Background: an optimization exercise with open tools, aiming at small area, a short achievable clock period and few clock cycles. Do not read the settings as production practice. Where RTL was checked, it was by simulation tests only, not by an equivalence proof against the original. Power and IR drop assume default switching activity.

==> inputs of run a <==
==> flow/design.v (excerpt) <==
module LASER (
    input            CLK,
    input            RST,
    input      [3:0] X,
    input      [3:0] Y,
    output reg [3:0] C1X,
    output reg [3:0] C1Y,
    output reg [3:0] C2X,
    output reg [3:0] C2Y,
    output reg       DONE
);
make LEC_CHECK=0 CAP_MARGIN=20 CORE_MARGIN=2 CORE_UTILIZATION=40 SLEW_MARGIN=20 finish   # period 11.0 ns
run.sh (not shown) runs the stock make flow with config.mk's settings and CLKGATE_MAP_FILE= SYNTH_SCRIPT=/design/flow/synth_recipe.tcl, a recipe that flattens the netlist after the stock synthesis.
==> inputs of run b, as changes to run a <==
--- a/flow/design.v
+++ b/flow/design.v
@@ -12,14 +12,15 @@
   reg [159:0] tx, ty;
   reg [39:0]  tm;
   reg         inp, inp_d;    
   reg  [5:0]  icnt;
   reg  [3:0]  yq;            
-  reg         aV;            
+  reg         aV, aM;        
   reg         bV, bM, bL, cV, cL, dV, dL, eV, eL, fV, fL;
   reg  [3:0]  bY, cY, dY, eY, fY;
   reg  [3:0]  mx;            
+  reg         pe;            
   reg         mv;            
   reg  [5:0]  B;
   reg  [1:0]  cnt;
   reg  [5:0]  bcnt;
   reg  [3:0]  bx, by;
@@ -104,50 +105,50 @@
   reg [2:0] ca36;
   reg [2:0] ca37;
   reg [2:0] ca38;
   reg [2:0] ca39;
   always @(posedge CLK) begin
-    ca0 <= rclass(ya, ty[3:0]);
-    ca1 <= rclass(ya, ty[7:4]);
-    ca2 <= rclass(ya, ty[11:8]);
-    ca3 <= rclass(ya, ty[15:12]);
-    ca4 <= rclass(ya, ty[19:16]);
-    ca5 <= rclass(ya, ty[23:20]);
-    ca6 <= rclass(ya, ty[27:24]);
-    ca7 <= rclass(ya, ty[31:28]);
-    ca8 <= rclass(ya, ty[35:32]);
-    ca9 <= rclass(ya, ty[39:36]);
-    ca10 <= rclass(ya, ty[43:40]);
-    ca11 <= rclass(ya, ty[47:44]);
-    ca12 <= rclass(ya, ty[51:48]);
-    ca13 <= rclass(ya, ty[55:52]);
-    ca14 <= rclass(ya, ty[59:56]);
-    ca15 <= rclass(ya, ty[63:60]);
-    ca16 <= rclass(ya, ty[67:64]);
-    ca17 <= rclass(ya, ty[71:68]);
-    ca18 <= rclass(ya, ty[75:72]);
-    ca19 <= rclass(ya, ty[79:76]);
-    ca20 <= rclass(ya, ty[83:80]);
-    ca21 <= rclass(ya, ty[87:84]);
-    ca22 <= rclass(ya, ty[91:88]);
-    ca23 <= rclass(ya, ty[95:92]);
-    ca24 <= rclass(ya, ty[99:96]);
-    ca25 <= rclass(ya, ty[103:100]);
-    ca26 <= rclass(ya, ty[107:104]);
-    ca27 <= rclass(ya, ty[111:108]);
-    ca28 <= rclass(ya, ty[115:112]);
-    ca29 <= rclass(ya, ty[119:116]);
-    ca30 <= rclass(ya, ty[123:120]);
-    ca31 <= rclass(ya, ty[127:124]);
-    ca32 <= rclass(ya, ty[131:128]);
-    ca33 <= rclass(ya, ty[135:132]);
-    ca34 <= rclass(ya, ty[139:136]);
-    ca35 <= rclass(ya, ty[143:140]);
-    ca36 <= rclass(ya, ty[147:144]);
-    ca37 <= rclass(ya, ty[151:148]);
-    ca38 <= rclass(ya, ty[155:152]);
-    ca39 <= rclass(ya, ty[159:156]);
+    ca0 <= rclass(yq, ty[3:0]);
+    ca1 <= rclass(yq, ty[7:4]);
+    ca2 <= rclass(yq, ty[11:8]);
+    ca3 <= rclass(yq, ty[15:12]);
+    ca4 <= rclass(yq, ty[19:16]);
+    ca5 <= rclass(yq, ty[23:20]);
+    ca6 <= rclass(yq, ty[27:24]);
+    ca7 <= rclass(yq, ty[31:28]);
+    ca8 <= rclass(yq, ty[35:32]);
+    ca9 <= rclass(yq, ty[39:36]);
+    ca10 <= rclass(yq, ty[43:40]);
+    ca11 <= rclass(yq, ty[47:44]);
+    ca12 <= rclass(yq, ty[51:48]);
+    ca13 <= rclass(yq, ty[55:52]);
+    ca14 <= rclass(yq, ty[59:56]);
+    ca15 <= rclass(yq, ty[63:60]);
+    ca16 <= rclass(yq, ty[67:64]);
+    ca17 <= rclass(yq, ty[71:68]);
+    ca18 <= rclass(yq, ty[75:72]);
+    ca19 <= rclass(yq, ty[79:76]);
+    ca20 <= rclass(yq, ty[83:80]);
+    ca21 <= rclass(yq, ty[87:84]);
+    ca22 <= rclass(yq, ty[91:88]);
+    ca23 <= rclass(yq, ty[95:92]);
+    ca24 <= rclass(yq, ty[99:96]);
+    ca25 <= rclass(yq, ty[103:100]);
+    ca26 <= rclass(yq, ty[107:104]);
+    ca27 <= rclass(yq, ty[111:108]);
+    ca28 <= rclass(yq, ty[115:112]);
+    ca29 <= rclass(yq, ty[119:116]);
+    ca30 <= rclass(yq, ty[123:120]);
+    ca31 <= rclass(yq, ty[127:124]);
+    ca32 <= rclass(yq, ty[131:128]);
+    ca33 <= rclass(yq, ty[135:132]);
+    ca34 <= rclass(yq, ty[139:136]);
+    ca35 <= rclass(yq, ty[143:140]);
+    ca36 <= rclass(yq, ty[147:144]);
+    ca37 <= rclass(yq, ty[151:148]);
+    ca38 <= rclass(yq, ty[155:152]);
+    ca39 <= rclass(yq, ty[159:156]);
   end
   wire [8:0] lh0 = lohi(ca0, tx[7:4], tm[1]);
   wire hit0 = lh0[8] & (lh0[7:4] <= mx) & (mx <= lh0[3:0]);
   wire b0_0 = lh0[8] & (lh0[7:4] <= 4'd0) & (4'd0 <= lh0[3:0]);
   wire b0_1 = lh0[8] & (lh0[7:4] <= 4'd1) & (4'd1 <= lh0[3:0]);
@@ -2626,36 +2627,35 @@
   end
   wire       take = fV & (fc >= bcnt);
   wire [5:0] nbc = take ? fc : bcnt;
   wire [3:0] nbx = take ? fi : bx;
   wire [3:0] nby = take ? fY : by;
-  wire       pe  = fV & fL;                  
-  wire [3:0] ya  = pe ? nby : yq;            
   wire [3:0] ox = mv ? C2X : C1X;
   wire [3:0] oy = mv ? C2Y : C1Y;
-  wire       same = (nbx == ox) && (nby == oy);
-  wire       eqB  = (nbc == B);
+  wire       same = (bx == ox) && (by == oy);
+  wire       eqB  = (bcnt == B);
   wire       fin  = same | (eqB & (cnt == 2'd2));
   wire [3:0] hx = tx[3:0], hy = ty[3:0];
-  wire in00 = ((hx == 4'd0) & (hy <= 4'd4)) | ((hx <= 4'd2) & (hy <= 4'd3)) |
-              ((hx <= 4'd3) & (hy <= 4'd2)) | ((hx <= 4'd4) & (hy == 4'd0));
+  wire in00 = (hx <= 4'd4) && (hy <= 4'd4) && ({2'b0, hx} * {2'b0, hx} + {2'b0, hy} * {2'b0, hy} <= 6'd16);
   wire [39:0] hitv = {hit39,hit38,hit37,hit36,hit35,hit34,hit33,hit32,hit31,hit30,hit29,hit28,hit27,hit26,hit25,hit24,hit23,hit22,hit21,hit20,hit19,hit18,hit17,hit16,hit15,hit14,hit13,hit12,hit11,hit10,hit9,hit8,hit7,hit6,hit5,hit4,hit3,hit2,hit1,hit0};
   always @(posedge CLK) begin
     tx <= {tx[155:0], inp ? X : tx[159:156]};
     ty <= {ty[155:0], inp ? Y : ty[159:156]};
     if (bM)      tm <= {hitv[37:0], hitv[39:38]};
-    else if (pe) tm <= 40'd0;
+    else if (aM) tm <= 40'd0;
     else         tm <= {tm[38:1], inp_d ? in00 : tm[0], tm[39]};
     bY <= yq; cY <= bY; dY <= cY; eY <= dY; fY <= eY;
     bL <= (yq == 4'd15); cL <= bL; dL <= cL; eL <= dL; fL <= eL;
     bcnt <= nbc; bx <= nbx; by <= nby;
     if (RST) begin
       inp <= 1'b1; inp_d <= 1'b0; icnt <= 6'd0; DONE <= 1'b0;
-      aV <= 1'b0; bV <= 1'b0; bM <= 1'b0; cV <= 1'b0; dV <= 1'b0; eV <= 1'b0; fV <= 1'b0;
+      aV <= 1'b0; aM <= 1'b0; bV <= 1'b0; bM <= 1'b0; cV <= 1'b0; dV <= 1'b0; eV <= 1'b0; fV <= 1'b0;
+      pe <= 1'b0;
     end else begin
       inp_d <= inp;
-      bV <= aV; bM <= pe; cV <= bV; dV <= cV; eV <= dV; fV <= eV;
+      bV <= aV & ~aM; bM <= aM; cV <= bV; dV <= cV; eV <= dV; fV <= eV;
+      pe <= 1'b0; aM <= 1'b0;
       if (inp) begin
         icnt <= icnt + 6'd1;
         C1X <= 4'd0; C1Y <= 4'd0; C2X <= 4'd0; C2Y <= 4'd0;
         mv <= 1'b0; B <= 6'd0; cnt <= 2'd0; bcnt <= 6'd0;
         yq <= 4'd0;
@@ -2664,19 +2664,21 @@
         end
       end
       if (DONE) begin
         DONE <= 1'b0; inp <= 1'b1; icnt <= 6'd0;
       end
-      if (aV) begin
+      if (aV & ~aM) begin
         yq <= yq + 4'd1;
         if (yq == 4'd15) aV <= 1'b0;
       end
+      if (fV & fL) begin
+        pe <= 1'b1; aM <= 1'b1; yq <= nby; mx <= nbx;
+      end
       if (pe) begin
-        mx <= nbx;
-        if (mv) begin C2X <= nbx; C2Y <= nby; end
-        else    begin C1X <= nbx; C1Y <= nby; end
-        B <= nbc; cnt <= eqB ? cnt + 2'd1 : 2'd0;
+        if (mv) begin C2X <= bx; C2Y <= by; end
+        else    begin C1X <= bx; C1Y <= by; end
+        B <= bcnt; cnt <= eqB ? cnt + 2'd1 : 2'd0;
         bcnt <= 6'd0;
         if (fin) DONE <= 1'b1;
         else begin
           mv <= ~mv; aV <= 1'b1; yq <= 4'd0;
         end
Settings changed: SETUP_SLACK_MARGIN from default to 5.
==> comparison <==
Run a ran to the end with no violations. Run b completed with no timing, DRC or antenna violations.
Of run b and run a, run b has the higher wire length (gap 2.1%, measured against run a).
Clock-buffer cell count: run a is higher than run b (2).
In run b the synthesized cell count is higher than in run a, by about 1.3%.
Non-clock buffer count: run b is higher than run a (2).
Against run b, the global-route usage of run a is higher by 0.18 points.
Worst hold slack: run b is worse than run a (0.0048 ns).
Between run b and run a, the lower core utilization is in run b (gap 0.26 points).
In run b the worst setup slack is higher than in run a, by 0.99 ns.
Of run b and run a, run b has the higher sequential cell count (gap 1).
Against run a, the synthesized area of run b is higher by 2.2%.
==> figures <==
quantity                                                                run a         run b
Outcome                                              timing/DRC/antenna clean  timing/DRC/antenna clean
Routed metal-1 wirelength                                              112 mm        114 mm
Worst-case hold slack                                                0.296 ns      0.291 ns
Number of standard cells in the layout, taps in and fillers out         10.9k         11.0k
CP Data Required Time                                                11.68 ns      11.63 ns
Detailed-route vias per instance                                         5.42          5.48
Number of nets in the layout                                             9862          9954
Ratio of layout area to synthesized area                               1.099x        1.094x
Number of clock sinks seen by CTS                                        1010          1011
Die boundary height                                               439 microns   444 microns
Synth Instances                                                          8182          8287
Destination of the critical timing path                               ca26[0]         tm[1]
Net switching power                                                   8310 uW       7610 uW
Initial core utilization                                                40.3%         40.2%
Count of different cell masters after synthesis                            85            94
Total clock network power                                             4190 uW       4080 uW
Wire per inst                                                    22.6 microns  22.8 microns
Reported sequential group power                                       4950 uW       4870 uW
Area of all placed cells without fillers                         0.0832 sq mm  0.0847 sq mm
Post-synthesis simple-gate area fraction                                12.6%         13.4%
Number of fill cells in the layout                                      18.1k         18.6k
Floorplan die width                                               439 microns   444 microns
Testbench counts of run a, summed over its fixed seeds: cycles 6,950.
No functional check of the RTL was part of run b.

-- afterwards: timing with drivers on the ports --
Ports are ideal in the flow. The routed layouts listed here were re-timed in OpenROAD.
Step 1 assumes that a clkbuf_16 drives the clock port and a buf_2 every other input.
Step 2, shift: input delay + t, output delay - t, t = (earliest + latest rising clock arrival at the registers) / 2. This alone moves slack from input paths to output paths.
a / b / c = ideal ports / drivers / drivers and shift; a / b = the first two.
| run | shift t [ns] | slack for setup (ns) | slew at the worst register clock pin (ns) | worst slew at a driven data input, ns |
|---|---|---|---|---|
| run a | 0.861 | 5.452 / 5.452 / 5.452 | 0.07 / 0.07 | 0.03 |
| run b | 0.865 | 6.446 / 6.446 / 6.446 | 0.08 / 0.08 | 0.04 |
After both steps setup and hold are still met in every run listed.
